Context: an optimization exercise on an open-source flow, tuned for small area, a short achievable clock period and few clock cycles per item. The choices shown serve that exercise and are no tape-out recipe. Only simulation tests tie the RTL to the original design; equivalence was not proved.

P:
==> flow/design.v (excerpt) <==
module sin (
    input  logic        clk,
    input  logic        rst_n,
    input  logic [15:0] x,
    input  logic        start,
    output logic [15:0] result,
    output logic        done
);
For scale: ~36 I/O pins.
clock: 9.5 ns
lec_check: 0
abc_area: 1
cap_margin: 20
core_margin: 2
core_utilization: 40
setup_slack_margin: 4.0
slew_margin: 20
synth_hierarchical: 1
synth_minimum_keep_size: 0
run.sh (not shown) runs the stock make flow with config.mk's settings and CLKGATE_MAP_FILE= SYNTH_SCRIPT=/design/flow/synth_recipe.tcl, a recipe that flattens the netlist after the stock synthesis.
Having completed the whole flow, P delivered a layout that passed the timing, design-rule and antenna checks.
Testbench counts of P, summed over its fixed seeds: cycles 1,428, items 384.
Input changes introduced in Q (baseline for comparison: P):
--- a/flow/config.mk
+++ b/flow/config.mk
@@ -6,8 +6,8 @@
 export NUM_CORES = 4
 export LEC_CHECK = 0
-export ABC_AREA = 1
 export CAP_MARGIN = 20
 export CORE_MARGIN = 2
-export CORE_UTILIZATION = 40
+export CORE_UTILIZATION = 50
+export CTS_BUF_LIST = sky130_fd_sc_hd__clkbuf_4 sky130_fd_sc_hd__clkbuf_8
 export SETUP_SLACK_MARGIN = 4.0
 export SLEW_MARGIN = 20
[summary]
Taking P as the reference, in Q share of the core filled with cells rose 12 points; number of clock-tree buffers in the layout fell 2; relative area of clock buffers and inverters in the final design fell 0.41 points.
Taking P as the reference, in Q combined flip-flop and latch cell area went up 16 sq um, final critical delay including setup and external delays climbed 0.043 ns.
From P to Q the numbers moved as follows: global-route met1 utilization shows an increase of 7.1 points; filler cell count shows a reduction of about 36%.


sin, a different RTL version from the one above (not shown whole).
Size in the first run: ~1500 cells after synthesis, ~67 flip-flops, ~13000 um2 of cells after synthesis.
Settings: LEC_CHECK=0, CAP_MARGIN=20, CORE_MARGIN=2, CORE_UTILIZATION=40, SLEW_MARGIN=20; clock period 9.5 ns.
Testbench counts at the start, summed over its fixed seeds: cycles 1,428, items 384.
Change:
- SETUP_SLACK_MARGIN: not set -> 4.25
- SYNTH_HIERARCHICAL: not set -> 1
- SYNTH_MINIMUM_KEEP_SIZE: not set -> 0
Result: Sequential share of layout area goes down by 0.60 points. Setup slack improved by 1.7 ns.
Change:
- CORE_UTILIZATION: 40 -> 50
- SETUP_SLACK_MARGIN: 4.25 -> 4.0
Utilization came out higher by 8.5 points; area after synthesis is unchanged; global-route usage rises by 4.5 points; sequential share of layout area increases by 0.60 points; hold slack is worse by 0.024 ns.
Change:
- CORE_UTILIZATION: 50 -> 40
Effect: Worst setup slack gains 0.028 ns. Count of clock-buffer cells in the layout does not change. Wire length climbs by 3.0%. Non-clock buffer count climbs by 2. Final area climbs by 1.4%.


sin with an RTL version that a note above also has.
Size: roughly 1,400 cells after synthesis, ~36 I/O pins, about 13,000 sq um of cells after synthesis.
## sin
module sin (
    input  logic        clk,
    input  logic        rst_n,
    input  logic [15:0] x,
    input  logic        start,
    output logic [15:0] result,
    output logic        done
);
export LEC_CHECK = 0
export CAP_MARGIN = 20
export CORE_MARGIN = 2
export CORE_UTILIZATION = 40
export CTS_BUF_LIST = sky130_fd_sc_hd__clkbuf_4 sky130_fd_sc_hd__clkbuf_8
export SETUP_SLACK_MARGIN = 4.0
export SLEW_MARGIN = 20
export SYNTH_HIERARCHICAL = 1
export SYNTH_MINIMUM_KEEP_SIZE = 0
create_clock -name core_clock -period 9.5 [get_ports {clk}]
The starting point went through all stages and came out clean.
Testbench counts at the start, summed over its fixed seeds: cycles 1,428, items 384.
Change:
CTS_BUF_LIST = default   (was sky130_fd_sc_hd__clkbuf_4 sky130_fd_sc_hd__clkbuf_8)
After rerunning:
- The new run finished with timing, DRC and antenna clean
- non-clock buffer count went up by 3
- core utilization rose by 0.74 points
- wire length climbs by 1.4%
- worst setup slack is about the same
- maximum frequency is about the same
- synthesized cell count stays the same
- flip-flop and latch count does not change
- clock-buffer cell count grows by 1


Setup of run P:
Another version of the RTL of sin (not shown whole).
Size in the first run: roughly 76 flip-flops.
## sin
module sin (
    input  logic        clk,
    input  logic        rst_n,
    input  logic [15:0] x,
    input  logic        start,
    output logic [15:0] result,
    output logic        done
);
logic [4:1]  st;
logic [14:0] ra, rx, bnext;
logic [7:0]  b_one, b_two, n_one, n_two;
logic [6:0]  b_neg, n_neg;
logic [12:0] t1;
logic [15:0] acc, p, m3;
logic [2:0]  m3r;
sin_controller controller (.clk(clk), .rst_n(rst_n), .start(start), .st(st), .done(done));
sin_coeff_lut lut (.x(x[14:0]), .m3(m3));
assign acc = st[4] ? result : 16'h0000;
sin_datapath datapath (.ma(ra), .b_one(b_one), .b_two(b_two), .b_neg(b_neg), .acc(acc), .p(p),
                       .a(ra), .t1(t1));
always_comb begin
    if (st[1])      bnext = {2'b00, t1};
    else if (st[2]) bnext = 15'h0666;
    else if (done)  bnext = x[14:0];
    else            bnext = rx;
end
sin_booth_enc enc (.b(bnext), .one(n_one), .two(n_two), .neg(n_neg));
always_ff @(posedge clk) begin
    if (done) begin
        if (start) begin
            ra     <= x[14:0];
            result <= {1'b0, x[14:0]};
            m3r    <= m3[2:0];
        end
    end
    if ((done & start) | st[1] | st[2] | st[3]) begin
        b_one <= n_one;
        b_two <= n_two;
        b_neg <= n_neg;
    end
    if (st[1]) begin
        ra <= p[14:0];
        rx <= p[14:0];
    end
    if (st[2]) ra <= p[14:0];
    if (st[3]) begin
        ra     <= p[14:0];
        result <= result - {1'b0, ra} - {13'b0, m3r};
    end
    if (st[4]) result <= p;
end
endmodule
clock: 9.5 ns
lec_check: 0
cap_margin: 20
core_margin: 2
core_utilization: 40
setup_slack_margin: 4.5
slew_margin: 20
Run P did not stop at any stage, and its layout met the timing, design-rule and antenna checks.
Testbench counts of run P, summed over its fixed seeds: cycles 1,920, items 384.
Input-level comparison between run R and run P:
# run P
export LEC_CHECK = 0
export CAP_MARGIN = 20
export CORE_MARGIN = 2
export CORE_UTILIZATION = 40
export SETUP_SLACK_MARGIN = 4.5
export SLEW_MARGIN = 20
create_clock -name core_clock -period 9.5 [get_ports {clk}]
# run R
export LEC_CHECK = 0
export CAP_MARGIN = 20
export CORE_MARGIN = 2
export CORE_UTILIZATION = 65
export SETUP_SLACK_MARGIN = 3.5
export SLEW_MARGIN = 20
create_clock -name core_clock -period 9.5 [get_ports {clk}]
==> run summary <==
- Number of storage elements in the synthesis netlist delta (run P -> run R): insignificant
- In the metrics for run R and run P, the one carrying the higher non-clock buffer count is run P.
- Summary — buffer share of cell area, run R relative to run P: lower, by 3.2 points.
- Run R ended with less worst reg2reg path depth than run P.
- The clock tree cell share of total cell area of run R exceeds that of run P by 0.25 points.
- Cmp run R and run P / area of all placed cells without fillers / higher: run P
- The flow did not stop early for run R: all stages ran, and the layout cleared the timing, design-rule and antenna checks.
- Summary of the comparison: flip-flop and latch share of the layout cell area is higher in run R, relative to run P.


Setup of job 9777:
Another version of the RTL of sin (not shown whole).
Size: about 1,200 cells after synthesis, about 36 I/O pins, roughly 0.012 sq mm of cells after synthesis.
==> flow/config.mk <==
export PLATFORM = sky130hd
export DESIGN_NAME = sin
export DESIGN_NICKNAME = sin
export VERILOG_FILES = /design/flow/design.v
export SDC_FILE = /design/flow/constraint.sdc
export NUM_CORES = 4
export LEC_CHECK = 0
export CAP_MARGIN = 20
export CORE_MARGIN = 2
export CORE_UTILIZATION = 40
export SETUP_SLACK_MARGIN = 4.0
export SLEW_MARGIN = 20
export SYNTH_HIERARCHICAL = 1
export SYNTH_MINIMUM_KEEP_SIZE = 0
==> flow/constraint.sdc <==
create_clock -name core_clock -period 9.5 [get_ports {clk}]
set_input_delay 1.9000 -clock core_clock [delete_from_list [all_inputs] [get_ports {clk}]]
set_output_delay 1.9000 -clock core_clock [all_outputs]
set_load 0.01 [all_outputs]
Testbench counts of job 9777, summed over its fixed seeds: cycles 1,920, items 384.
Inputs modified between job 9777 and job 6209:
Settings: SETUP_SLACK_MARGIN: 4.0 -> 5.0.
==> comparison <==
Cmp job 6209 and job 9777 / layout overhead on the synthesized area / higher: job 6209
Routed wire length was lower in job 9777 than in job 6209.
Per the comparison of job 6209 with job 9777, tightest hold margin fell 0.0036 ns; non-filler instance count after layout rose 7.2%; global-route usage over all layers rose 3.1 points.
Job 6209 has completed all stages; timing, DRC and antenna checks passed.
Length of routed met2 wiring for job 6209 is higher than for job 9777.
Job 6209 vs. job 9777: utilization increased by 9.0 points relative to the old numbers, critical path depth increased by 1 relative to the old numbers, final worst-path setup slack increased by 0.32 ns relative to the old numbers.

[what the ideal ports hide]
No port has a modelled driver above. Below, the same layouts with a new extraction and two added sets of constraints.
Step 1 (the two cells are an assumption about what drives the block):
set clk [get_ports {clk}]
set_driving_cell -lib_cell sky130_fd_sc_hd__clkbuf_16 $clk
set_driving_cell -lib_cell sky130_fd_sc_hd__buf_2 [delete_from_list [all_inputs] $clk]
Step 2 times the ports against the registers' clock, not the clock port: input delays grow and output delays shrink by t, the midpoint of the rising clock arrivals with the driver on.
Three values: ideal ports, drivers, drivers and shift; two values: the first two.
run | t, ns | setup slack, ns | latest minus earliest clock arrival (ns)
P | 0.381 | 4.207 / 4.207 / 4.207 | 0.009 / 0.009
Q | 0.406 | 4.164 / 4.164 / 3.973 | 0.010 / 0.010
the first run of note 2 | 0.376 | 2.521 / 2.521 / 2.521 | 0.005 / 0.004
the second run of note 2 | 0.379 | 4.264 / 4.264 / 4.123 | 0.007 / 0.007
the third run of note 2 | 0.382 | 4.137 / 4.137 / 4.072 | 0.011 / 0.010
the fourth run of note 2 | 0.374 | 4.166 / 4.166 / 4.148 | 0.008 / 0.008
the first run of note 3 | 0.383 | 4.113 / 4.113 / 4.035 | 0.014 / 0.014
the second run of note 3 | 0.370 | 4.111 / 4.111 / 4.015 | 0.008 / 0.008
run P | 0.377 | 3.962 / 3.962 / 3.962 | 0.005 / 0.005
run R | 0.390 | 3.645 / 3.645 / 3.645 | 0.008 / 0.008
job 9777 | 0.367 | 4.183 / 4.183 / 4.183 | 0.010 / 0.011
job 6209 | 0.369 | 4.500 / 4.500 / 4.500 | 0.006 / 0.006
After both steps every run listed still meets setup and hold. For Q, which loses most, drivers alone change the setup slack by 0.000 ns; drivers and shift together by -0.191 ns.
